This is an optimization exercise on Yosys and OpenROAD, whose aim is small area, not a production implementation. Only simulation tests tie the RTL to the original design; equivalence was not proved. Power figures rest on the tool's default switching activity, not on a simulated workload.

===== flow/design.v =====
`timescale 1ns / 1ns
    localparam int PREGS   = 128;
    localparam int PREG_W  = $clog2(PREGS);    
    localparam int ROB_DEPTH = 16;
    localparam int ROB_PTR_W = $clog2(ROB_DEPTH);
    typedef enum logic [3:0] {
        NA,
        ADD,
        SUB,
        ANDD,
        ORR,
        RSHIFT,
        SLTIU,
        LUI
    } ALUCTRL;
    typedef enum logic [3:0] {
        NOFUNC,
        ALU,
        MEM,
        BRANCH
    } FUNCU;
    typedef enum logic {
        BHW,
        WORD
    } MEMDATATYPE;
    typedef enum logic {
        STORE,
        LOAD
    } LOADSTORE;
    typedef struct packed {
        logic [31:0] instr;
        logic [31:0] pc;
    } fetch_t;
    typedef struct packed {
        logic [31:0] instr;
        logic [31:0] pc;         
        logic [6:0]  opcode;
        logic [4:0]  rs1;        
        logic        rs1Used;
        logic [4:0]  rs2;
        logic        rs2Used;
        logic [4:0]  rd;
        logic        rdUsed;
        logic [31:0] imm;
        logic        immUsed;
        logic        spec;
        logic        lsType;     
        logic        loadStore;  
        logic        branch;
        logic        jump;
        logic        speculative;
        logic [3:0]  aluop;
        logic [3:0]  funcU;
    } decode_t;
    typedef struct packed {
        logic [PREG_W-1:0] rs1;
        logic [PREG_W-1:0] rs2;
        logic [PREG_W-1:0] rd;
        logic [PREG_W-1:0] old_rd;
        logic [4:0] arch_rd;
        logic [31:0] pc;
        logic [6:0]  opcode;
        logic [31:0] imm;
        logic        imm_used;
        logic        rd_used;
        logic [3:0]  aluop;
        logic [3:0]  funcU;
        logic [1:0]  load_store_type;    
        logic        speculative;
        logic        jump;
        logic        branch;
    } rename_t;
    typedef struct packed {
        logic        valid;
        logic        ready;
        logic [PREG_W-1:0] rs1;
        logic [PREG_W-1:0] rs2;
        logic [PREG_W-1:0] rd;
        logic [PREG_W-1:0] old_rd;
        logic [ROB_PTR_W-1:0] ROB_tag;
        logic [ROB_PTR_W-1:0] ROB_tag_clone;  
        logic [31:0] pc;
        logic [6:0]  opcode;
        logic [31:0] imm;
        logic        imm_used;
        logic        rd_used;
        logic [3:0]  aluop;
        logic [3:0]  funcU;
        logic [1:0]  load_store_type;
        logic        speculative;
        logic        jump;
        logic        branch;
        logic [31:0] rs1_val;
        logic [31:0] rs2_val;
        logic        rs1_rdy;
        logic        rs2_rdy;
        logic [6:0]  rs1_tag;    
        logic [6:0]  rs2_tag;
    } rs_entry_t;
    typedef rs_entry_t dispatch_t;
    typedef struct packed {
        logic        valid;
        logic        completed;
        logic        has_dest;
        logic [4:0]        arch_rd;
        logic [PREG_W-1:0] dest_preg;
        logic [PREG_W-1:0] old_preg;
        logic        is_branch;
        logic [31:0] pc;
    } rob_entry_t;
    typedef struct packed {
        logic [PREG_W-1:0] rd_addr;
        logic [31:0] rs1_val;
        logic rs1_used;
        logic [31:0] rs2_val;
        logic rs2_used;
        logic [31:0] imm_val;
        logic imm_used;
        logic [3:0] aluop;
        logic [ROB_PTR_W-1:0] ROB_tag;
    } alu_entry_t;
    typedef struct packed {
        logic [PREG_W-1:0] rd_addr;
        logic [31:0] rd_val;
        logic completed;
        logic [ROB_PTR_W-1:0] ROB_tag;
    } alu_out_t;
    typedef struct packed {
        logic [PREG_W-1:0] rd_addr;
        logic [31:0] rs1_val;
        logic rs1_used;
        logic [31:0] rs2_val;
        logic rs2_used;
        logic [31:0] imm_val;
        logic imm_used;
        logic jump;
        logic branch;
        logic [31:0] pc;
        logic took_branch;
        logic [ROB_PTR_W-1:0] ROB_tag;
    } branch_entry_t;
    typedef struct packed {
        logic [PREG_W-1:0] rd_addr;
        logic [31:0] rd_val;
        logic [31:0] dest_addr;
        logic branch_taken;  
        logic completed;
        logic mispredict;
        logic [ROB_PTR_W-1:0] ROB_tag;
    } branch_out_t;
    typedef struct packed {
        logic [PREG_W-1:0] rd_addr;
        logic [31:0] rs1_val;
        logic rs1_used;
        logic [31:0] rs2_val;
        logic rs2_used;
        logic [31:0] imm_val;
        logic imm_used;
        logic lsType;  
        logic loadStore;  
        logic [31:0] pc;
        logic [ROB_PTR_W-1:0] ROB_tag;
    } lsu_entry_t;
    typedef struct packed {
        logic [PREG_W-1:0] rd_addr; 
        logic [31:0] rd_val;
        logic completed;
        logic [ROB_PTR_W-1:0] ROB_tag;
    } lsu_out_t;
    typedef struct packed {
        logic [PREG_W-1:0] rd_addr;      
        logic [31:0]       rd_val;       
        logic              completed;    
        logic              mispredict;   
        logic [ROB_PTR_W-1:0] ROB_tag;  
        logic              branch_taken;  
        logic [31:0]       dest_addr;     
        logic [1:0]        src_fu;        
    } wb_packet_t;
    localparam int RS_ENTRY_W     = 204;    
    localparam int FETCH_T_W      = 64;
    localparam int DECODE_T_W     = 136;
    localparam int RENAME_T_W     = 119;
    localparam int ALU_OUT_T_W    = 44;
    localparam int BRANCH_OUT_T_W = 78;
    localparam int LSU_OUT_T_W    = 44;
`timescale 1ns / 1ns
module prioritydecoder 
#(
    parameter WIDTH = 4
)(
    input logic [WIDTH-1:0] in,
    output logic [$clog2(WIDTH)-1:0] out,
    output logic valid
);
    always_comb begin
        valid = 1'b0;
        out   = '0;
        for (int i = WIDTH-1; i >= 0; i--) begin
            if (in[i] && !valid) begin
                valid = 1'b1;
                out   = i[$clog2(WIDTH)-1:0];  
            end
        end
    end
endmodule
`timescale 1ns / 1ns
 `timescale 1ns / 1ns
module reservation_station #(
    parameter int  RS_DEPTH   = 8
)(
    input  logic      clk_i,
    input  logic      rst_i,
    input  logic      recover_i,
    input  logic      disp_valid_i,
    output logic      disp_ready_o,
    input  logic [RS_ENTRY_W-1:0] disp_entry_i,    
    output logic      issue_valid_o,
    input  logic      issue_ready_i,
    output logic [RS_ENTRY_W-1:0] issue_entry_o,   
    input  logic       cdb_valid_i,
    input  logic [6:0] cdb_tag_i
);
    localparam int PW = RS_ENTRY_W - 3;             
    localparam int IW = $clog2(RS_DEPTH);
    logic [PW-1:0]       pay [RS_DEPTH];            
    logic [RS_DEPTH-1:0] val, rdy1, rdy2;
    logic                hold_valid;
    logic [IW-1:0]       hold_idx;
    wire [PW-1:0] din = {disp_entry_i[RS_ENTRY_W-2:16], disp_entry_i[13:0]};
    logic [RS_DEPTH-1:0] free_oh;
    logic                have_free;
    always_comb begin
        have_free = 1'b0;
        free_oh   = '0;
        for (int i = RS_DEPTH-1; i >= 0; i--) begin
            if (!val[i] && !have_free) begin
                have_free  = 1'b1;
                free_oh[i] = 1'b1;
            end
        end
    end
    assign disp_ready_o = have_free && !recover_i;
    wire do_insert = disp_valid_i && disp_ready_o;
    wire [RS_DEPTH-1:0] ins = do_insert ? free_oh : '0;
    wire [RS_DEPTH-1:0] ready_vec = val & rdy1 & rdy2;
    logic [IW-1:0] issue_idx;
    logic          have_issue;
    prioritydecoder #(.WIDTH(RS_DEPTH)) u_dec_issue (
        .in   (ready_vec),
        .out  (issue_idx),
        .valid(have_issue)
    );
    assign issue_valid_o = hold_valid && !recover_i;
    wire do_issue = issue_valid_o && issue_ready_i;
    logic [RS_DEPTH-1:0] hold_sel;
    always_comb begin
        for (int i = 0; i < RS_DEPTH; i++)
            hold_sel[i] = hold_valid && (hold_idx == IW'(i));
    end
    logic [PW-1:0] out_pay;
    always_comb begin
        out_pay = '0;
        for (int i = 0; i < RS_DEPTH; i++)
            out_pay = out_pay | (pay[i] & {PW{hold_sel[i]}});
    end
    assign issue_entry_o = {hold_valid, out_pay[PW-1:14], hold_valid, hold_valid, out_pay[13:0]};
    always_ff @(posedge clk_i or posedge rst_i) begin
        if (rst_i) begin
            val        <= '0;
            hold_valid <= 1'b0;
        end else if (recover_i) begin
            val        <= '0;
            hold_valid <= 1'b0;
        end else begin
            val <= (val & ~(do_issue ? hold_sel : '0)) | ins;
            if (hold_valid) hold_valid <= !issue_ready_i;
            else            hold_valid <= have_issue;
        end
    end
    always_ff @(posedge clk_i) begin
        if (!hold_valid) hold_idx <= issue_idx;
    end
    always_ff @(posedge clk_i) begin
        for (int i = 0; i < RS_DEPTH; i++) begin
            if (ins[i]) begin
                rdy1[i] <= disp_entry_i[15];
                rdy2[i] <= disp_entry_i[14];
            end else if (cdb_valid_i) begin
                if (pay[i][13:7] == cdb_tag_i) rdy1[i] <= 1'b1;
                if (pay[i][6:0]  == cdb_tag_i) rdy2[i] <= 1'b1;
            end
        end
    end
    always_ff @(posedge clk_i) begin
        for (int i = 0; i < RS_DEPTH; i++)
            if (ins[i]) pay[i] <= din;
    end
endmodule

===== flow/run.sh =====
#!/bin/bash
# synth_recipe.tcl (not shown) runs the flow's synth.tcl, then flattens the netlist and writes it again
# the make line also repeats each setting of config.mk as NAME=value (left out here)
make -C /OpenROAD-flow-scripts/flow DESIGN_CONFIG=/design/flow/config.mk WORK_HOME=/design/flow/orfs CLKGATE_MAP_FILE= SYNTH_SCRIPT=/design/flow/synth_recipe.tcl finish

===== flow/config.mk =====
export PLATFORM = sky130hd
export DESIGN_NAME = reservation_station
export DESIGN_NICKNAME = reservation_station
export VERILOG_FILES = /design/flow/design.v
export SDC_FILE = /design/flow/constraint.sdc
export NUM_CORES = 4
export LEC_CHECK = 0
export CAP_MARGIN = 20
export CORE_MARGIN = 4
export CORE_UTILIZATION = 35
export PLACE_DENSITY = 0.55
export SLEW_MARGIN = 20

===== flow/constraint.sdc =====
create_clock -name core_clock -period 10.0 [get_ports {clk_i}]
set_input_delay 2.0000 -clock core_clock [delete_from_list [all_inputs] [get_ports {clk_i}]]
set_output_delay 2.0000 -clock core_clock [all_outputs]
set_load 0.01 [all_outputs]

==> summary.txt, run 1 <==
outcome timing/DRC/antenna clean; Avg Vias per Cell between 5 and 6; Clock Power Share a little over two fifths; EDFF count, synth 1627; area delta synth->final 20.0%; HP Class reg2reg; core area 0.172 mm²; number of distinct library cells after synthesis 50; Port Buffers 421; Pwr Density 198 mW/mm²; Avg WL per Cell around 28 µm; number of global-route vias before repair roughly 34000; hold slack 0.573 ns; Avg Synthesized Cell Area roughly 19 µm²; DRC 0; post-synth top area share 80.6%; initial antenna violation count 40; CP endpoint kind output pin; Synth Area in Simple Gates 2.67%; XOR/XNOR share of the synthesized area 1.62%; full die area between 0.15 and 0.2 mm²; Cell Area, Placed a little under 0.07 mm²; total power approximately 14 mW; postcts setup bufs 0; Fin. Hold Viols 0; drt initial violations 3680; sequential fraction of design power 52.9%; Post-synth top cells 1627 x edfxtp_1, 326 x a22o_1, 242 x a22oi_1, 187 x a222oi_1, 126 x nand3_1; crit path DAT roughly 4.8 ns; first-pass GRT wire length between 200 and 250 mm; largest fanout on the critical path 54; Max Freq between 100 and 150 MHz; Syn. warnings 3; # resized after CTS 0; Synth Register Bits 1636; VDD IR max 0.178 mV; clk sink count 1636; internal cell power 11.4 mW; share of cells above drive strength 1 9.43%; clock buffer count from CTS 171; Logic pwr share 4.6%; main combinational cell family by area after synthesis compound AO/OA/AOI/OAI gates; Static Leakage 22.8 nW; setup TNS 0 ns; Initial DRT Pass Iterations 7; Clock Latency Late Sink roughly 0.79 ns; clock buffer depth 3; cell taking the most area after synthesis edfxtp_1; Compound-Gate Fraction of Synth Area 12.1%; switching pwr between 3 and 4 mW; Layout fillers around 15000; RSZ-0062 raised after global routing no; drt total wl 173 mm; CTS tree done; Async SR Flop Fraction less than 1%; Ports 423; adder-cell share of the synthesized area 0%; Slew headroom 18.3%; Crit path required time 8.00 ns; Netlist Area Pre-Place around 0.061 mm²; GRT overflow 0; switching part of the total power around a fifth; minimum clock period 6.78 ns; hold_buf cts 0; FF+latch area 0.0491 mm²; largest net degree at the start of global routing 143; sequential share of the synthesized area between 80% and 90%; WS Path Type reg2out; # H-tree levels 4; Mapped Cells around 3200; Startpoint Class flip-flop; HPWL Detailed 87.4 mm; top_reg_cell synth edfxtp_1; CP Launch Point hold_idx[2]; Die Ht 424 µm; mux share of post-synthesis cell area 0.937%; slew of the pin with the lowest slew margin between 1 and 1.5 ns; post-route cell area just over 0.07 mm²; FP Rows 152; DR vias 33312; fin. max-slew vios 0; main area contributors after synthesis edfxtp_1 81%, a22o_1 4.7%, a222oi_1 3.1%; clk slew on worst S/H paths ~0.06 ns; die width 424 µm; antenna-violating nets left 0; max-capacitance violation count 0; Final period util 67.8%; syn_nets 3461; GP Congestion 0.752; Initial Util 35.3%; count leader, synth edfxtp_1; Root Driver clkbuf_16; Max Clock Skew approximately 0.035 ns; Final nets ~3900; global-route usage over all layers 18.7%; min-delay src val[0]; worst r2r src val[7]; multi-input combinational cell area 0.0106 mm²; final setup fails 0
[placed cells by master, fill, tap and decap left out, types with 3 or more instances in the layout]
master              n
inv_16              3
diode_2            17
buf_12              7
a22oi_1           242
inv_6               5
nor2_2              3
clkinv_1           40
or3b_2              3
a2bb2oi_1          12
o21ai_0            46
mux2i_1            14
a222oi_1          187
clkinvlp_4          3
a22o_1            326
or2_2               3
nor2_1             78
nor2_4              4
clkbuf_16         174
a21oi_1             9
dfrtp_1             9
or3_1               4
xnor2_1           112
bufinv_16          12
mux2_2             38
clkinv_2           27
o22a_1              6
nor2b_1             4
clkinv_4            3
edfxtp_1         1627
inv_8               8
clkdlybuf4s50_1   420
o21ai_1            50
clkbuf_1           34
and2_4              3
nand2b_1           17
nor2b_4             3
nand3_1           126
nand2_1            25
nand4_1            32
buf_4              44
[area by class of cell]
cell class / instances / area share [%]
timing repair buffer: 472 / 6.43
multi-input combinational: 1372 / 14.5
tap: 2310 / 3.97
clock buffer: 209 / 6.18
inverter: 11 / 0.141
antenna: 17 / 0.0585
clock inverter: 96 / 1.22
sequential: 1636 / 67.5
[sequential cells by signal, summed over array words and instances (netlist names)]
name        cells
hold_idx        3
rdy1            8
rdy2            8
pay          1608
val             8
hold_valid      1
[critical path, cell delays in order (launching register included)]
cell,delay (ns)
edfxtp_1,0.64
buf_4,0.33
and4b_4,0.93
buf_4,0.84
a222oi_1,0.26
nand3_1,0.15
clkdlybuf4s50_1,0.74
[power by group through the flow]
stage          clock [mW]  sequential [mW]  combinational (mW)
6_report             6.13             7.63               0.656
5_1_grt              6.59             7.63               0.704
4_1_cts              6.30             7.63               0.668
3_5_place_dp            0             7.77               0.665
3_3_place_gp            0             7.77               0.659
2_1_floorplan           0             7.78               0.278
[per-stage QoR]
step / utilization, % / std cells / worst slack [ns]
4_1_cts: 42.3 / 6106 / 3.04
3_5_place_dp: 39.2 / 5801 / 3.95
2_1_floorplan: - / 3244 / 2.60
5_1_grt: 42.3 / 6114 / 2.99
3_3_place_gp: 39.2 / 5801 / 3.97
6_report: 42.3 / 6123 / 3.22
[path summary, 6_finish.rpt]
kind | to | slack [ns] | cells past startpoint
min | val[0] | 0.57 | 2
max | issue_entry_o[2] | 3.22 | 6
max in group asynchronous | val[4] | 8.24 | 2
min reg2reg | val[0] | 0.57 | 2
max reg2reg | pay[2][124] | 6.49 | 5
min in group asynchronous | val[0] | 1.49 | 2
[layer usage]
layer	vias up	GRT usage (%)	share of wire (%)
li1	14537	-	-
met1	17385	23.6	41
met2	1089	32.2	50
met3	289	4.10	6.4
met4	12	5.88	2.9
met5	-	0	0.054
[cells by family (layout without fill, tap and decap cells)]
| logic type | count (synthesis) | in the layout |
|---|---|---|
| mux | 52 | 52 |
| xor+xnor | 112 | 112 |
| simple gates | 319 | 319 |
| buf+inv | 236 | 788 |
| flops | 1636 | 1636 |
| other cells | 0 | 17 |
| compound gates | 889 | 889 |
==> run 2: changes to the inputs <==
==> flow/flow/run.sh (new file) <==
#!/bin/bash
# Standard layout, with two changes:
#  - port buffers are sky130_fd_sc_hd__buf_1 instead of the default choice;
#  - CTS uses small clock buffers, small sink clusters and no dummy loads.
# The make output goes to standard_flow.log; ORFS's per-step logs stay under orfs/logs.
set -euo pipefail
export BUFFER_PORTS_ARGS="-buffer_cell sky130_fd_sc_hd__buf_1"
export CTS_ARGS="-sink_clustering_enable -repair_clock_nets -dont_use_dummy_load -buf_list sky130_fd_sc_hd__clkbuf_4 -sink_clustering_size 8 -sink_clustering_max_diameter 50"
bash standard.sh > standard_flow.log 2>&1
==> flow/standard.sh (new file) <==
#!/bin/bash
# synth_recipe.tcl (not shown) runs the flow's synth.tcl, then flattens the netlist and writes it again
# the make line also repeats each setting of config.mk as NAME=value (left out here)
make -C /OpenROAD-flow-scripts/flow DESIGN_CONFIG=/design/flow/config.mk WORK_HOME=/design/flow/orfs CLKGATE_MAP_FILE= SYNTH_SCRIPT=/design/flow/synth_recipe.tcl "${@:-finish}"
removed: flow/run.sh
==> run 2 against run 1 <==
Against the previous run:
- still clean on timing, DRC and antenna
- sequential share of layout area is 6.3 points higher
- area after synthesis stayed put
- register-to-register slack worse by 0.21 ns
- core utilization fell by 3.6 points
- worst setup slack lost 0.22 ns
- synthesized cell count stayed put
- global-route usage is 0.13 points lower
- wire length down 1.0%
- clock power is 48% lower
- critical path type unchanged
- critical endpoint is now issue_entry_o[6]
==> summary.txt, run 2 <==
# resized after CTS 0; count leader, synth edfxtp_1; Clock Power Share 27.9%; RSZ-0062 raised after global routing no; HP Class reg2reg; EDFF count, synth 1627; Syn. warnings 3; Root Driver clkbuf_4; Clock Latency Late Sink roughly 1.2 ns; GP Congestion approximately 0.75; FP Rows 152; Max Used Layer met5; post-route cell area approximately 0.067 mm²; Netlist Area Pre-Place 0.0607 mm²; full die area 0.180 mm²; die width between 400 and 500 µm; Port Buffers ~420; hold_buf cts 0; drt total wl between 150 and 200 mm; share of cells above drive strength 1 9.81%; Max Clock Skew 0.103 ns; main area contributors after synthesis edfxtp_1 81%, a22o_1 4.7%, a222oi_1 3.1%; GRT overflow 0; post-synth top area share 80.6%; R2R Setup Slk ~6.3 ns; switching pwr about 2.5 mW; Largest Register pay; Slew headroom 25.2%; Final period util 70.0%; WL met3 around 12 mm; slew of the pin with the lowest slew margin 1.12 ns; outcome timing/DRC/antenna clean; Layout fillers 15920; area delta synth->final 9.73%; Async SR Flop Fraction 0.550%; crit path DAT 5.00 ns; max-capacitance violation count 0; initial antenna violation count 47; antenna-violating nets left 0; Logic pwr share 4.9%; core area 0.172 mm²; worst r2r src val[7]; sequential fraction of design power 67.1%; Mapped Cells 3244; VDD IR max between 0.1 and 0.15 mV; top_reg_cell synth edfxtp_1; Max Freq 143 MHz; Fin. Hold Viols 0; largest fanout on the critical path 48; # H-tree levels 4; cell taking the most area after synthesis edfxtp_1; Avg Vias per Cell around 5.5; Min-Delay Endpoint val[0]; internal cell power 8.81 mW; sequential share of the synthesized area 80.9%; Initial Util 35.3%; Static Leakage 20.2 nW; RR Endpoint pay[1][25]; Pwr Density 170 mW/mm²; final setup fails 0; Crit path required time about 8.0 ns; Hold Crit Depth 2; first-pass GRT wire length between 200 and 250 mm; Startpoint Class flip-flop; WS Path Type reg2out; DRC 0; number of distinct library cells after synthesis 50; syn_nets around 3500; routed length on met1 68.9 mm; DR vias 33324; global-route usage over all layers 18.6%; final std cells w/o fill between 6000 and 7000; most frequent cells in the layout 1627 x edfxtp_1, 421 x buf_1, 326 x a22o_1, 242 x a22oi_1, 233 x clkbuf_4; clock buffer depth 3; Initial DRT Pass Iterations 7; clock buffer count from CTS 233; Avg WL per Cell ~28 µm; drt initial violations 3669; commonest non-fill, non-tap cell in the layout edfxtp_1; largest net degree at the start of global routing 145; metal2 WL 85.2 mm; setup TNS 0 ns; postcts setup bufs 0; clk slew on worst S/H paths 0.08 ns; Cell Area, Placed 0.0647 mm²; clk sink count 1636; CTS tree done; Avg Synthesized Cell Area 18.7 µm²; Post-synth top cells 1627 x edfxtp_1, 326 x a22o_1, 242 x a22oi_1, 187 x a222oi_1, 126 x nand3_1; fin. max-slew vios 0; Die Ht 424 µm; max reg flops 1608; Ports 423; placed insts 5808; CP endpoint kind output pin; FF-to-FF path depth 5; total power 11.3 mW; minimum clock period 7.00 ns; Final nets 3950; number of global-route vias before repair 34186; switching part of the total power 22.3%; min-delay src val[0]; Synth Register Bits 1636; HPWL Detailed between 80 and 90 mm
-- run 2: critical path, cell delays in order (launching register included) --
cell,delay (ns)
edfxtp_1,0.34
buf_4,0.58
and2b_4,0.33
and2_4,0.53
buf_4,0.71
a222oi_1,0.24
o21ai_0,0.75
buf_1,0.22
-- run 2: routing by layer --
| metal | global-route usage, % | vias up |
|---|---|---|
| met5 | 0 | - |
| met4 | 6.67 | 24 |
| met3 | 4.36 | 337 |
| met2 | 31.6 | 1158 |
| met1 | 23.3 | 17208 |
| li1 | - | 14597 |
-- run 2: worst max-delay path by stage --
stage	cells past startpoint	endpoint	startpoint
after floorplan	4	pay[2][0]	recover_i
after global placement	7	issue_entry_o[6]	hold_idx[2]
after detailed placement	7	issue_entry_o[6]	hold_idx[2]
after CTS	7	issue_entry_o[6]	hold_idx[2]
after global routing	7	issue_entry_o[6]	hold_idx[2]
final	7	issue_entry_o[6]	hold_idx[2]
-- run 2: kinds of logic after synthesis --
logic type / count (synthesis) / synth area share (%)
flops: 1636 / 80.9
simple gates: 319 / 2.67
buf+inv: 236 / 1.80
mux: 52 / 0.937
xor+xnor: 112 / 1.62
compound gates: 889 / 12.1
-- run 2: power groups by stage --
stage / Sequential, mW / Clock (mW) / Combinational, mW
floorplan: 7.78 / 0 / 0.278
global placement: 7.77 / 0 / 0.562
detailed placement: 7.77 / 0 / 0.569
CTS: 7.61 / 3.31 / 0.570
global route: 7.62 / 3.60 / 0.608
finish: 7.61 / 3.16 / 0.560
-- run 2: area by class of cell --
cell class | instances | area (µm²) | share of cell area, %
inverter | 11 | 103 | 0.154
tap | 2310 | 2890 | 4.34
clock buffer | 233 | 1750 | 2.63
multi-input combinational | 1372 | 10600 | 15.9
sequential | 1636 | 49100 | 73.7
antenna | 25 | 62.6 | 0.0940
timing repair buffer | 479 | 2090 | 3.14
-- run 2: through the flow --
step           util (%)  hold slack, ns  worst slack, ns
2_1_floorplan         -           0.530             2.60
3_3_place_gp       37.7           0.565             4.07
3_5_place_dp       37.7           0.571             4.06
4_1_cts            38.7           0.544             2.68
5_1_grt            38.7           0.625             2.68
6_report           38.7           0.585             3.00
==> run 3: changes to the inputs <==
==> flow/flow/run.sh (replaced) <==
#!/bin/bash
# Standard layout (standard.sh, all steps), with three changes:
#  - synthesis is the standard one (same passes, same flip-flop mapping, same
#    flatten and renaming) except that abc maps the logic with an area-oriented
#    script (flow/area.abc) instead of the speed script; see flow/synth_area.tcl;
#  - port buffers are sky130_fd_sc_hd__buf_1 instead of the default choice;
#  - CTS uses small clock buffers, small sink clusters and no dummy loads.
# The make output goes to flow.log; ORFS's per-step logs stay under orfs/logs.
set -euo pipefail
W=$PWD
export AREA_ABC_SCRIPT=$W/flow/area.abc
export BUFFER_PORTS_ARGS="-buffer_cell sky130_fd_sc_hd__buf_1"
export CTS_ARGS="-sink_clustering_enable -repair_clock_nets -dont_use_dummy_load -buf_list sky130_fd_sc_hd__clkbuf_4 -sink_clustering_size 8 -sink_clustering_max_diameter 50"
sed "s#SYNTH_SCRIPT=[^ ]*#SYNTH_SCRIPT=$W/flow/synth_area.tcl#" standard.sh > own_standard.sh
grep -q "SYNTH_SCRIPT=$W/flow/synth_area.tcl" own_standard.sh
bash own_standard.sh > flow.log 2>&1
==> flow/flow/area.abc (new file) <==
strash
&get -n
&fraig -x
&put
scorr
dc2
strash
&get -n
&dch -f
&nf -R 1000
&put
topo
stime -c
==> flow/flow/synth_area.tcl (new file) <==
proc synth {args} { yosys synth -nofsm -noshare {*}$args }
# Same as the standard synthesis, but abc maps with an area-oriented script.
proc abc {args} {
  set i [lsearch -exact $args -script]
  if {$i >= 0} { set args [lreplace $args [expr {$i+1}] [expr {$i+1}] $::env(AREA_ABC_SCRIPT)] }
  yosys abc {*}$args
}
source $::env(SCRIPTS_DIR)/synth.tcl
# left out here: clear keep_hierarchy, flatten, clean up, hide names made inside functions, write 1_2_yosys.v
==> run 3 against run 2 <==
Against the previous run:
- core utilization increased by 0.75 points
- critical endpoint is now issue_entry_o[149]
- clock power decreased by 2%
- area after synthesis decreased by 4.8%
- clock-buffer cell count decreased by 2
- wire length decreased by 6.3%
- largest cell class unchanged
==> summary.txt, run 3 <==
FP Rows 148; die width 414 µm; critical path cell sequence nand2b_1, nor3_4, buf_4, buf_4, a222oi_1, nand3_1, buf_1; Final period util 65.7%; CP endpoint kind output pin; setup TNS 0 ns; syn_nets between 3000 and 4000; initial antenna violation count 30; number of global-route vias before repair 32389; Cell Area, Placed 0.0627 mm²; HP Class reg2reg; antenna-violating nets left 0; clk slew on worst S/H paths 0.08 ns; clock buffer depth 3; Port Buffers between 400 and 500; Fin. Hold Viols 0; WS Path Type reg2out; number of distinct library cells after synthesis 39; max-capacitance violation count 0; area delta synth->final 11.7%; Die Ht between 400 and 500 µm; Post-synth top cells 1627 x edfxtp_1, 315 x a222oi_1, 206 x a22oi_1, 173 x nand3_1, 111 x nand2_1; Initial Util 35.3%; crit path DAT 4.57 ns; Root Driver clkbuf_4; Avg Synthesized Cell Area about 20 µm²; drt initial violations 3739; Async SR Flop Fraction less than 1%; EDFF count, synth around 1600; Max Clock Skew 0.131 ns; final std cells w/o fill between 5000 and 6000; share of cells above drive strength 1 8.35%; max reg flops 1608; fin. max-slew vios 0; Startpoint Class flip-flop; # H-tree levels 4; VDD IR max about 0.11 mV; slew of the pin with the lowest slew margin roughly 1.1 ns; most frequent cells in the layout 1627 x edfxtp_1, 421 x buf_1, 315 x a222oi_1, 231 x clkbuf_4, 206 x a22oi_1; cell taking the most area after synthesis edfxtp_1; hold_buf cts 0; outcome timing/DRC/antenna clean; DR vias 32482; hold slack 0.575 ns; Final WS setup 3.43 ns; clock buffer count from CTS 231; GP Congestion 0.797; Crit path top cell by count buf_4; Crit path required time 8.00 ns; post-synth top area share 84.6%; Mapped Cells 2825; Slew headroom 27.9%; Final nets around 3700; full die area roughly 0.17 mm²; sequential share of the synthesized area 85.0%; clk sink count 1636; count leader, synth edfxtp_1; GRT overflow 0; global-route usage over all layers 18.2%; Ports about 420; placed insts 5465; Avg WL per Cell between 20 and 30 µm; RSZ-0062 raised after global routing no; Initial DRT Pass Iterations 8; main area contributors after synthesis edfxtp_1 85%, a222oi_1 5.5%, a22oi_1 2.7%; Clock Latency Late Sink about 1.3 ns; Largest Register pay; Static Leakage slightly below 20 nW; postcts setup bufs 0; Max Freq 152 MHz; # resized after CTS 0; Pwr Density approximately 170 mW/mm²; commonest non-fill, non-tap cell in the layout edfxtp_1; Slowest cell on crit path buf_4; Netlist Area Pre-Place 0.0577 mm²; first-pass GRT wire length 231 mm; post-route cell area 0.0644 mm²; final setup fails 0; Avg Vias per Cell 5.68; slowest stage delay, CP 0.88 ns; top_reg_cell synth edfxtp_1; largest net degree at the start of global routing 112; HPWL Detailed 79.8 mm; Setup WS pre-CTS 4.61 ns; CTS tree done; Synth Register Bits 1636; minimum clock period between 6 and 7 ns; drt total wl 161 mm; DRC 0; Syn. warnings 3; largest fanout on the critical path 61; core area 0.163 mm²
==> run 3: cell count changes after synthesis, sizes merged, moves of 73 or more <==
cell / delta
o21ai: -78
nand2: +86
xnor2: -102
a222oi: +128
nor2: -73
a22o: -277
clkbuf: -88
buf: -134
==> run 3: critical path, delay by kind of cell, from the launching register on <==
| kind | cells | cell delay, ns |
|---|---|---|
| DFF | 1 | 0.39 |
| buffers and inverters | 3 | 1.69 |
| and+or+nand+nor | 3 | 0.85 |
| AOI/OAI and AO/OA | 1 | 0.30 |
==> run 3: final cells by class <==
type / instances / area, µm²
fill: 14933 / 98900
sequential: 1636 / 49100
multi-input combinational: 1146 / 8540
tap: 2175 / 2720
timing repair buffer: 468 / 2110
clock buffer: 231 / 1730
inverter: 40 / 203
antenna: 21 / 52.6
==> run 3: cells by family after synthesis <==
kind of cell	synth area share, %
xor+xnor	0.395
simple gates	3.38
flops	85.0
buf+inv	0.299
compound gates	10.9
==> run 3: path summary, 6_finish.rpt <==
check | start | to | slack (ns) | cells after the start
setup / recovery | hold_idx[2] | issue_entry_o[149] | 3.43 | 7
hold / removal | hold_valid | hold_valid | 0.57 | 1
setup reg to reg | val[6] | pay[6][80] | 5.87 | 8
hold reg to reg | hold_valid | hold_valid | 0.57 | 1
max in group asynchronous | rst_i | val[4] | 9.05 | 2
min in group asynchronous | rst_i | val[6] | 0.70 | 2
==> run 3: power breakdown <==
group          internal, mW  switching (mW)  total, mW
clock network          1.05            2.06       3.11
registers              7.59          0.0176       7.61
logic                0.0838           0.263      0.346
total                  8.72            2.34       11.1
==> run 3: per-stage QoR <==
| step | power [mW] | util (%) |
|---|---|---|
| final | 11.1 | 39.5 |
| after global routing | 11.5 | 39.5 |
| after CTS | 11.2 | 39.4 |
| after detailed placement | 8.12 | 38.4 |
| after global placement | 8.11 | 38.4 |
| after floorplan | 7.91 | - |
==> run 3: layer usage <==
| metal | GRT usage [%] | wire [µm] | up-vias |
|---|---|---|---|
| met1 | 24.3 | 66900 | 16788 |
| met5 | 0 | 73 | - |
| met3 | 3.96 | 11600 | 280 |
| li1 | - | - | 14069 |
| met4 | 6.44 | 4570 | 10 |
| met2 | 29.4 | 77500 | 1335 |
==> run 4: changes to the inputs <==
--- a/flow/design.v
+++ b/flow/design.v
@@ -206,2 +206,14 @@
 endmodule
+module rs_slot_next
+#(
+    parameter W = 1
+)(
+    input  logic [W-1:0] wdata,
+    input  logic         we,
+    input  logic         we_n,
+    input  logic [W-1:0] q,
+    output logic [W-1:0] d
+);
+    assign d = (wdata & {W{we}}) | (q & {W{we_n}});
+endmodule
 `timescale 1ns / 1ns
@@ -294,5 +306,15 @@
     end
+    logic [PW-1:0] pay_d [RS_DEPTH];
+    for (genvar g = 0; g < RS_DEPTH; g++) begin : g_slot
+        rs_slot_next #(.W(PW)) u_next (
+            .wdata(din),
+            .we   (ins[g]),
+            .we_n (~ins[g]),
+            .q    (pay[g]),
+            .d    (pay_d[g])
+        );
+    end
     always_ff @(posedge clk_i) begin
         for (int i = 0; i < RS_DEPTH; i++)
-            if (ins[i]) pay[i] <= din;
+            pay[i] <= pay_d[i];
     end
--- a/flow/config.mk
+++ b/flow/config.mk
@@ -12 +12,2 @@
 export SLEW_MARGIN = 20
+export SYNTH_HIERARCHICAL = 1
==> run 4 against run 3 <==
Against the previous run:
- still clean on timing, DRC and antenna
- wire length grew 39%
- clock skew up 0.10 ns
- combinational power is 120% higher
- synthesized cell count rose by 58%
- global-route usage increased by 7.4 points
- non-clock buffer count increased by 16
- first-iteration DRC count up 84%
- sequential power down 3.3%
- largest cell class unchanged
==> summary.txt, run 4 <==
outcome timing/DRC/antenna clean; Ports 423; HP Class reg2reg; clock buffer count from CTS 230; Logic pwr share 6.7%; HPWL Detailed 106 mm; Clock Latency Late Sink about 1.3 ns; Avg WL per Cell 30.7 µm; count leader, synth a22o_1; post-synth top area share 57.7%; postcts setup bufs 0; Fin. Hold Viols 0; WL met3 roughly 22 mm; number of global-route vias before repair roughly 47000; Startpoint Class flip-flop; Die Ht between 400 and 500 µm; Avg Vias per Cell 6.62; antenna-violating nets left 0; share of cells above drive strength 1 6.10%; area delta synth->final 12.2%; multi-input combinational cell area 0.0227 mm²; Final Core Density 39.5%; fin. max-slew vios 0; GRT overflow 0; Avg Synthesized Cell Area 12.5 µm²; core area between 0.15 and 0.2 mm²; Max Clock Skew between 0.2 and 0.25 ns; Synth Area in Simple Gates 3.85%; Final period util 68.8%; main area contributors after synthesis dfxtp_1 58%, a22o_1 25%, a222oi_1 5.1%; clk sink count around 1600; DR vias 48288; slew of the pin with the lowest slew margin 1.20 ns; RSZ-0062 raised after global routing no; full die area 0.166 mm²; XOR/XNOR share of the synthesized area less than 1%; VDD IR max approximately 0.11 mV; Post-synth top cells 1617 x a22o_1, 1608 x dfxtp_1, 315 x a22oi_1, 283 x a222oi_1, 142 x nand2_1; GP Congestion about 0.82; Final nets 5403; switching pwr approximately 2.9 mW; commonest non-fill, non-tap cell in the layout a22o_1; final setup fails 0; routed length on met1 ~96 mm; WS Path Type reg2out; Clock Power Share 28.8%; main combinational cell family by area after synthesis compound AO/OA/AOI/OAI gates; clock buffer depth 3; Static Leakage 24.2 nW; Max Freq 145 MHz; DRC 0; Initial Util 35.2%; # H-tree levels 4; cell taking the most area after synthesis dfxtp_1; Initial DRT Pass Iterations 10; clk slew on worst S/H paths about 0.090 ns; Layout fillers between 15000 and 20000; Netlist Area Pre-Place ~0.056 mm²; FF+latch area 0.0330 mm²; max reg flops 1608; top_reg_cell synth dfxtp_1; metal2 WL 99.5 mm; sequential fraction of design power 64.5%; Crit path required time 8.00 ns; adder-cell share of the synthesized area 0%; Async SR Flop Fraction 0.550%; largest fanout on the critical path 49; switching part of the total power 25.7%; EDFF count, synth 19; # resized after CTS 0; initial antenna violation count 49; Pwr Density 182 mW/mm²; first-pass GRT wire length between 300 and 400 mm; global-route usage over all layers 25.6%; mux share of post-synthesis cell area 0%; largest net degree at the start of global routing around 140; Synth Register Bits roughly 1600; CTS tree done; Port Buffers 421; drt initial violations 6866; CP endpoint kind output pin; Slew headroom 20.1%; crit path DAT 4.88 ns; minimum clock period 6.88 ns; FP Rows 146; Largest Register pay; drt total wl approximately 220 mm; max-capacitance violation count 0; hold slack approximately 0.47 ns; hold_buf cts 0; internal cell power about 8.5 mW; die width 407 µm; syn_nets 4690; Max Used Layer met5; Syn. warnings 11; most frequent cells in the layout 1617 x a22o_1, 1608 x dfxtp_1, 421 x buf_1, 315 x a22oi_1, 283 x a222oi_1; Mapped Cells 4473; R2R Setup Slk 5.34 ns; sequential share of the synthesized area 59.1%; Root Driver clkbuf_4; number of distinct library cells after synthesis 40; Compound-Gate Fraction of Synth Area 36.2%
run 4: area by class of cell:
cell class	count	area share, %
flip-flops and latches	1636	52.7
multi-input cells	2788	36.3
clock buffers	230	2.76
well taps	2072	4.14
diodes	38	0.152
repair buffers	484	3.60
inverters	46	0.372
run 4: power groups by stage:
stage	sequential, mW	clock, mW	combinational (mW)
global route	7.41	3.65	0.823
global placement	7.48	0	0.721
CTS	7.34	3.39	0.749
finish	7.36	3.29	0.760
detailed placement	7.48	0	0.750
floorplan	7.41	0	0.499
run 4: worst paths after layout:
check	to	cells past startpoint	from
worst max-delay path	issue_entry_o[0]	7	hold_valid
worst min-delay path	pay[4][139]	1	pay[4][139]
worst max register to register	pay[0][176]	8	val[5]
worst min register to register	pay[4][139]	1	pay[4][139]
max in group asynchronous	val[7]	2	rst_i
min in group asynchronous	val[4]	2	rst_i
run 4: cells by family (layout without fill, tap and decap cells):
group,count (synthesis),after routing
buf+inv,49,760
compound gates,2333,2333
xor+xnor,31,31
simple gates,424,424
flops,1636,1636
other cells,0,38
run 4: worst max-delay path: stages (launching register included):
cell	delay, ns
dfrtp_1	0.47
nand2b_1	0.36
nor2_4	0.63
buf_4	0.61
buf_4	0.81
a22oi_1	0.23
nand4_1	0.30
buf_1	0.21
run 4: stage by stage:
stage | worst slack (ns) | std cells | TNS (ns) | power [mW] | cell area [µm²]
global route | 2.94 | 7282 | 0 | 11.9 | 62600
finish | 3.12 | 7294 | 0 | 11.4 | 62600
global placement | 4.10 | 7026 | 0 | 8.20 | 60800
detailed placement | 4.05 | 7026 | 0 | 8.23 | 60800
floorplan | -1.67 | 4473 | -335.45 | 7.91 | 55800
CTS | 3.05 | 7256 | 0 | 11.5 | 62500
run 4: layer usage:
| layer | track usage [%] | vias up |
|---|---|---|
| met4 | 9.07 | 24 |
| met3 | 6.20 | 400 |
| li1 | - | 20671 |
| met5 | 0 | - |
| met1 | 35.3 | 24546 |
| met2 | 38.9 | 2647 |
==> run 5: changes to the inputs <==
--- a/flow/flow/run.sh
+++ b/flow/flow/run.sh
@@ -12,3 +12,3 @@
 export BUFFER_PORTS_ARGS="-buffer_cell sky130_fd_sc_hd__buf_1"
-export CTS_ARGS="-sink_clustering_enable -repair_clock_nets -dont_use_dummy_load -buf_list sky130_fd_sc_hd__clkbuf_4 -sink_clustering_size 8 -sink_clustering_max_diameter 50"
+export CTS_ARGS="-sink_clustering_enable -repair_clock_nets -dont_use_dummy_load -buf_list sky130_fd_sc_hd__clkbuf_4 -sink_clustering_size 9 -sink_clustering_max_diameter 50"
 sed "s#SYNTH_SCRIPT=[^ ]*#SYNTH_SCRIPT=$W/flow/synth_area.tcl#" standard.sh > own_standard.sh
--- a/flow/config.mk
+++ b/flow/config.mk
@@ -9,4 +9,4 @@
 export CORE_MARGIN = 4
-export CORE_UTILIZATION = 35
-export PLACE_DENSITY = 0.55
+export CORE_UTILIZATION = 70
+export PLACE_DENSITY = 0.85
 export SLEW_MARGIN = 20
==> run 5 against run 4 <==
Against the previous run:
- still clean on timing, DRC and antenna
- area after synthesis unchanged
- final cell count down 14%
- sequential cell count is the same
- largest cell class unchanged
==> summary.txt, run 5 <==
max-capacitance violation count 0; mux share of post-synthesis cell area 0%; # resized after CTS 0; count leader, synth a22o_1; Fin. Hold Viols 0; # H-tree levels 4; drt total wl 191 mm; XOR/XNOR share of the synthesized area less than 1%; Port Buffers 421; CTS tree done; syn_nets 4690; main combinational cell family by area after synthesis compound AO/OA/AOI/OAI gates; largest net degree at the start of global routing 170; Compound-Gate Fraction of Synth Area 36.2%; hold_buf cts 0; slew of the pin with the lowest slew margin 1.24 ns; clk sink count ~1600; outcome timing/DRC/antenna clean; Ports 423; Initial Util 70.6%; Final WS setup 2.98 ns; VDD IR max 0.118 mV; Async SR Flop Fraction 0.550%; Largest Register pay; final std cells w/o fill 6237; placed insts 5989; Static Leakage 24.0 nW; Pwr Density ~180 mW/mm²; GP Congestion 0.913; share of cells above drive strength 1 approximately 5.3%; sequential share of the synthesized area between 50 and 60%; max reg flops 1608; Avg Vias per Cell roughly 8; number of distinct library cells after synthesis 40; R2R Setup Slk 5.06 ns; main area contributors after synthesis dfxtp_1 58%, a22o_1 25%, a222oi_1 5.1%; sequential fraction of design power 66.3%; Initial DRT Pass Iterations 10; DR vias 49907; RR Endpoint pay[2][55]; final setup fails 0; cell taking the most area after synthesis dfxtp_1; Post-synth top cells 1617 x a22o_1, 1608 x dfxtp_1, 315 x a22oi_1, 283 x a222oi_1, 142 x nand2_1; GRT overflow 0; FF-to-FF path depth 9; WS Path Type reg2out; HP Class reg2reg; Hold Crit Depth 1; Netlist Area Pre-Place 0.0558 mm²; Synth Register Bits approximately 1600; clock buffer count from CTS 201; Avg Synthesized Cell Area 12.5 µm²; Logic pwr share 6.8%; drt initial violations 9632; global-route usage over all layers 42.7%; Clock Power Share ~27%; area delta synth->final 9.28%; postcts setup bufs 0; RSZ-0062 raised after global routing no; core area a little under 0.08 mm²; initial antenna violation count 57; DRC 0; fin. max-slew vios 0; Slew headroom 17.7%; worst r2r src val[7]; CP endpoint kind output pin; clock buffer depth 3; Syn. warnings 11; HPWL Detailed 91.3 mm; clk slew on worst S/H paths 0.10 ns; Final Core Density 77.2%; switching part of the total power around 25%; commonest non-fill, non-tap cell in the layout a22o_1; adder-cell share of the synthesized area 0%; Max Freq 142 MHz; most frequent cells in the layout 1617 x a22o_1, 1608 x dfxtp_1, 421 x buf_1, 315 x a22oi_1, 283 x a222oi_1; Mapped Cells 4473; crit path DAT 5.02 ns; full die area 0.0843 mm²; antenna-violating nets left 0; largest fanout on the critical path 61; first-pass GRT wire length 289 mm; Max Clock Skew 0.114 ns; Clock Latency Late Sink between 1 and 1.5 ns; minimum clock period 7.02 ns; Final nets 5360; Setup WS pre-CTS approximately 3.8 ns; Crit path required time ~8.0 ns; internal cell power 8.36 mW; setup TNS 0 ns; Min-Delay Endpoint pay[6][191]; number of global-route vias before repair 48082; Root Driver clkbuf_4; post-synth top area share 57.7%; switching pwr between 2 and 3 mW; Die Ht 290 µm; min-delay src pay[6][191]; Final period util 70.2%; EDFF count, synth 19; Avg WL per Cell 30.7 µm; Layout fillers 5246; die width 290 µm; Startpoint Class flip-flop; FP Rows 103; Synth Area in Simple Gates 3.85%; top_reg_cell synth dfxtp_1
==> run 5: cell counts after synthesis <==
Identical to the previous run, type by type.
==> run 5: worst max-delay path by stage <==
stage | end | from | cells after the start | slack [ns]
global placement | pay[2][115] | recover_i | 8 | 3.85
detailed placement | pay[2][153] | recover_i | 8 | 3.81
global route | issue_entry_o[2] | hold_valid | 7 | 2.91
finish | issue_entry_o[2] | hold_valid | 7 | 2.98
CTS | issue_entry_o[2] | hold_valid | 7 | 3.15
floorplan | pay[6][0] | disp_valid_i | 3 | -1.67
==> run 5: critical path, stage by stage, from the launching register on <==
cell      delay, ns
dfrtp_1        0.45
nand2_1        0.31
nor3_4         0.67
buf_4          0.73
buf_4          0.90
a222oi_1       0.26
nand4_1        0.18
buf_1          0.39
==> run 5: per-stage QoR <==
step	hold slack [ns]	total power [mW]	area, µm²
floorplan	0.438	7.91	55800
global placement	0.451	8.17	59300
detailed placement	0.451	8.22	59300
CTS	0.476	11.1	60800
global route	0.483	11.4	60900
finish	0.478	11.1	61000
==> run 5: cell type report <==
type                            instances  area, µm²  share of cell area (%)
Clock buffer                          201       1510                    2.48
Timing Repair Buffer                  470       2100                    3.44
Inverter                               46        238                   0.390
Multi-Input combinational cell       2788      22700                    37.2
Antenna cell                           46        115                   0.189
Tap cell                             1050       1310                    2.16
Sequential cell                      1636      33000                    54.1
==> run 5: power by group through the flow <==
stage                     combinational, mW  sequential [mW]  clock, mW
after CTS                             0.732             7.35       2.97
after floorplan                       0.499             7.41          0
final                                 0.759             7.37       2.98
after global placement                0.694             7.48          0
after global routing                  0.812             7.42       3.22
after detailed placement              0.735             7.49          0
==> run 5: layer usage <==
layer,share of wire [%],GRT usage [%],vias up,wire (µm)
li1,-,-,20545,-
met1,37,56.5,24380,71300
met2,44,63.5,4291,83600
met3,14,13.0,651,27500
met4,4.5,22.0,40,8600
met5,0.15,0,-,282
==> run 5: cell families after synthesis <==
group / count (synthesis)
simple gates: 424
compound gates: 2333
buf+inv: 49
flops: 1636
xor+xnor: 31
==> run 6: changes to the inputs <==
--- a/flow/design.v
+++ b/flow/design.v
@@ -218,2 +218,20 @@
 endmodule
+module rs_issue_mux
+#(
+    parameter W = 1
+)(
+    input  logic [8*W-1:0] d,        
+    input  logic [7:0]     sel,      
+    output logic [W-1:0]   q
+);
+    logic [W-1:0] t [8];
+    always_comb begin
+        for (int i = 0; i < 8; i++)
+            t[i] = d[i*W +: W] & {W{sel[i]}};
+    end
+    wire [W-1:0] g0 = t[0] | t[1] | t[2];
+    wire [W-1:0] g1 = t[3] | t[4] | t[5];
+    wire [W-1:0] g2 = t[6] | t[7];
+    assign q = g0 | g1 | g2;
+endmodule
 `timescale 1ns / 1ns
@@ -273,7 +291,7 @@
     logic [PW-1:0] out_pay;
-    always_comb begin
-        out_pay = '0;
-        for (int i = 0; i < RS_DEPTH; i++)
-            out_pay = out_pay | (pay[i] & {PW{hold_sel[i]}});
-    end
+    rs_issue_mux #(.W(PW)) u_issue_mux (
+        .d  ({pay[7], pay[6], pay[5], pay[4], pay[3], pay[2], pay[1], pay[0]}),
+        .sel(hold_sel),
+        .q  (out_pay)
+    );
     assign issue_entry_o = {hold_valid, out_pay[PW-1:14], hold_valid, hold_valid, out_pay[13:0]};
--- a/flow/flow/run.sh
+++ b/flow/flow/run.sh
@@ -3,4 +3,6 @@
 #  - synthesis is the standard one (same passes, same flip-flop mapping, same
-#    flatten and renaming) except that abc maps the logic with an area-oriented
-#    script (flow/area.abc) instead of the speed script; see flow/synth_area.tcl;
+#    flatten and renaming) except for the abc step: the issue mux module is
+#    mapped with flow/mux.abc (keeps its grouped AND-OR structure), all other
+#    logic with the area-oriented flow/area.abc, instead of the speed script;
+#    see flow/synth_area.tcl;
 #  - port buffers are sky130_fd_sc_hd__buf_1 instead of the default choice;
@@ -11,2 +13,3 @@
 export AREA_ABC_SCRIPT=$W/flow/area.abc
+export MUX_ABC_SCRIPT=$W/flow/mux.abc
 export BUFFER_PORTS_ARGS="-buffer_cell sky130_fd_sc_hd__buf_1"
==> flow/flow/mux.abc (new file) <==
strash
&get -n
&nf -R 1000
&put
topo
stime -c
==> flow/flow/synth_area.tcl (replaced) <==
proc synth {args} { yosys synth -nofsm -noshare {*}$args }
# Same as the standard synthesis, except the abc step: the issue mux module
# (rs_issue_mux) is mapped with a script that keeps its grouped structure
# (MUX_ABC_SCRIPT), every other module with an area-oriented script
# (AREA_ABC_SCRIPT).
proc abc {args} {
  set i [lsearch -exact $args -script]
  set mux_args [lreplace $args [expr {$i+1}] [expr {$i+1}] $::env(MUX_ABC_SCRIPT)]
  set area_args [lreplace $args [expr {$i+1}] [expr {$i+1}] $::env(AREA_ABC_SCRIPT)]
  yosys abc {*}$mux_args {*rs_issue_mux*}
  yosys abc {*}$area_args {*rs_issue_mux*} %n
}
source $::env(SCRIPTS_DIR)/synth.tcl
# left out here: clear keep_hierarchy, flatten, clean up, hide names made inside functions, write 1_2_yosys.v
==> run 6 against run 5 <==
Against the previous run:
- still clean
- wire length shrank 0.84%
- sequential power is essentially flat
- combinational power shrank 0.5%
- final cell count shrank 2.6%
- via count shrank 1.3%
- global-route usage grew 0.089 points
- highest routed layer unchanged
==> summary.txt, run 6 <==
outcome timing/DRC/antenna clean; crit path DAT about 4.7 ns; Crit path required time roughly 8.0 ns; HPWL Detailed between 90 and 100 mm; clock buffer count from CTS a little under 200; cell taking the most area after synthesis dfxtp_1; # H-tree levels 4; Initial DRT Pass Iterations 13; syn_nets about 4500; total power 11.1 mW; CTS tree done; GRT overflow 0; final setup fails 0; top_reg_cell synth dfxtp_1; commonest non-fill, non-tap cell in the layout a22o_1; # resized after CTS 0; Netlist Area Pre-Place 0.0554 mm²; hold_buf cts 0; Root Driver clkbuf_4; Async SR Flop Fraction 0.550%; largest fanout on the critical path 126; count leader, synth a22o_1; GRT busiest layer met2; clk slew on worst S/H paths 0.10 ns; placed insts ~5800; first-pass GRT wire length 282 mm; drt total wl 190 mm; minimum clock period 6.71 ns; Slowest cell on crit path buf_4; Fin. Hold Viols 0; clock buffer depth 3; Ports 423; Die Ht 289 µm; final std cells w/o fill 6074; FP Rows 102; Mapped Cells 4325; Clock Latency Late Sink roughly 1.1 ns; die width 289 µm; full die area 0.0837 mm²; WS Path Type reg2out; largest net degree at the start of global routing about 180; drt initial violations 9948; number of distinct library cells after synthesis 33; Max Clock Skew 0.0764 ns; Final nets 5215; Final period util 67.1%; initial antenna violation count 53; VDD IR max 0.140 mV; fin. max-slew vios 0; clk sink count 1636; Initial Util between 70 and 80%; M1 GR Usage about 57%; Port Buffers 421; GRT met3 Usage between 10% and 20%; post-synth top area share 58.1%; Startpoint Class flip-flop; critical path cell sequence nand2_1, nor3_4, buf_12, buf_4, a222oi_1, nand3_1, buf_1; CP endpoint kind output pin; Avg Synthesized Cell Area 12.8 µm²; antenna-violating nets left 0; main area contributors after synthesis dfxtp_1 58%, a22o_1 25%, a222oi_1 7.5%; most frequent cells in the layout 1611 x a22o_1, 1608 x dfxtp_1, 421 x buf_1, 413 x a222oi_1, 210 x nand3_1; Pwr Density 183 mW/mm²; Largest Register pay; DRC 0; slowest stage delay, CP 1.06 ns; RSZ-0062 raised after global routing no; Syn. warnings 13; slew of the pin with the lowest slew margin 1.39 ns; max reg flops roughly 1600; number of global-route vias before repair 46764; max-capacitance violation count 0; sequential share of the synthesized area a little under 60%; area delta synth->final 9.25%; EDFF count, synth 19; postcts setup bufs 0; met2 usage 62.9%; Synth Register Bits 1636; Post-synth top cells 1611 x a22o_1, 1608 x dfxtp_1, 413 x a222oi_1, 210 x nand3_1, 202 x a22oi_1; global-route usage over all layers between 40% and 50%; Avg WL per Cell 31.2 µm; GP Congestion 0.922; Max Freq 149 MHz; DR vias 49241; Final Core Density 77.6%; Avg Vias per Cell 8.11; HP Class reg2reg; share of cells above drive strength 1 5.52%; Slew headroom 7.16%; Static Leakage 24.0 nW; core area 0.0780 mm²
## run 6: cell type report
class	count	area, µm²
Antenna cell	38	95.1
Clock buffer	199	1490
Fill cell	5158	17500
Inverter	40	210
Multi-Input combinational cell	2646	22300
Sequential cell	1636	33000
Tap cell	1040	1300
Timing Repair Buffer	475	2100
## run 6: worst paths after layout
check	start	to	slack, ns	depth (start not counted)
max	hold_valid	issue_entry_o[81]	3.29	7
min	pay[5][60]	pay[5][60]	0.48	1
max reg2reg	val[7]	pay[0][198]	5.32	8
min reg2reg	pay[5][60]	pay[5][60]	0.48	1
max in group asynchronous	rst_i	val[2]	8.95	2
min in group asynchronous	rst_i	val[4]	0.82	2
## run 6: per-layer routing
layer	wire, µm	vias to the layer above
li1	-	20277
met1	70600	24184
met2	82600	4176
met3	28200	570
met4	8030	34
met5	218	-
## run 6: worst max-delay path: cells and delay by family, from the launching register on
kind	cells	cell delay, ns
flops	1	0.45
compound gates	1	0.24
buf+inv	3	2.09
simple gates	3	0.80
## run 6: logic make-up (layout without fill, tap and decap cells)
| family | count (synthesis) | after routing | synth area share (%) |
|---|---|---|---|
| other cells | 0 | 38 | 0 |
| buf+inv | 43 | 714 | 0.312 |
| simple gates | 281 | 281 | 2.58 |
| compound gates | 2328 | 2328 | 37.0 |
| xor+xnor | 37 | 37 | 0.585 |
| flops | 1636 | 1636 | 59.6 |
## run 6: stage by stage
stage / cell area, µm² / setup TNS, ns / setup slack (ns) / hold slack [ns]
2_1_floorplan: 55400 / -333.87 / -1.66 / 0.439
3_3_place_gp: 58900 / 0 / 4.08 / 0.451
3_5_place_dp: 58900 / 0 / 4.02 / 0.452
4_1_cts: 60400 / 0 / 3.45 / 0.480
5_1_grt: 60500 / 0 / 3.26 / 0.487
6_report: 60500 / 0 / 3.29 / 0.477
## run 6: report_power, final
group	total [mW]	leakage, nW	internal [mW]	switching (mW)
clock	2.96	0.916	0.911	2.05
sequential	7.38	13.6	7.05	0.325
combinational	0.755	9.52	0.384	0.372

-- re-timing with driven ports --
In the flow no input, the clock included, has a driving cell. The finished layouts below were timed again as built, in two steps.
Step 1 (the two cells are an assumption about what drives the block):
set clk [get_ports {clk_i}]
set_driving_cell -lib_cell sky130_fd_sc_hd__clkbuf_16 $clk
set_driving_cell -lib_cell sky130_fd_sc_hd__buf_2 [delete_from_list [all_inputs] $clk]
Step 2 times the ports against the registers' clock, not the clock port: input delays grow and output delays shrink by t, the midpoint of the rising clock arrivals with the driver on.
Slacks: ideal ports / drivers / drivers and shift; pairs: ideal ports / drivers.
| run | t, ns | slack for setup (ns) | hold slack, ns | worst slew at a driven data input, ns |
|---|---|---|---|---|
| run 1 | 0.853 | 3.221 / 3.147 / 3.982 | 0.573 / 0.573 / 0.573 | 0.15 |
| run 2 | 1.269 | 3.003 / 2.933 / 4.202 | 0.585 / 0.585 / 0.585 | 0.17 |
| run 3 | 1.276 | 3.428 / 3.361 / 4.638 | 0.575 / 0.575 / 0.575 | 0.13 |
| run 4 | 1.298 | 3.119 / 3.046 / 3.841 | 0.472 / 0.472 / 0.472 | 0.15 |
| run 5 | 1.139 | 2.979 / 2.916 / 3.528 | 0.478 / 0.478 / 0.478 | 0.16 |
| run 6 | 1.122 | 3.289 / 3.224 / 3.953 | 0.477 / 0.477 / 0.477 | 0.15 |
After both steps setup and hold are still met in every run listed.
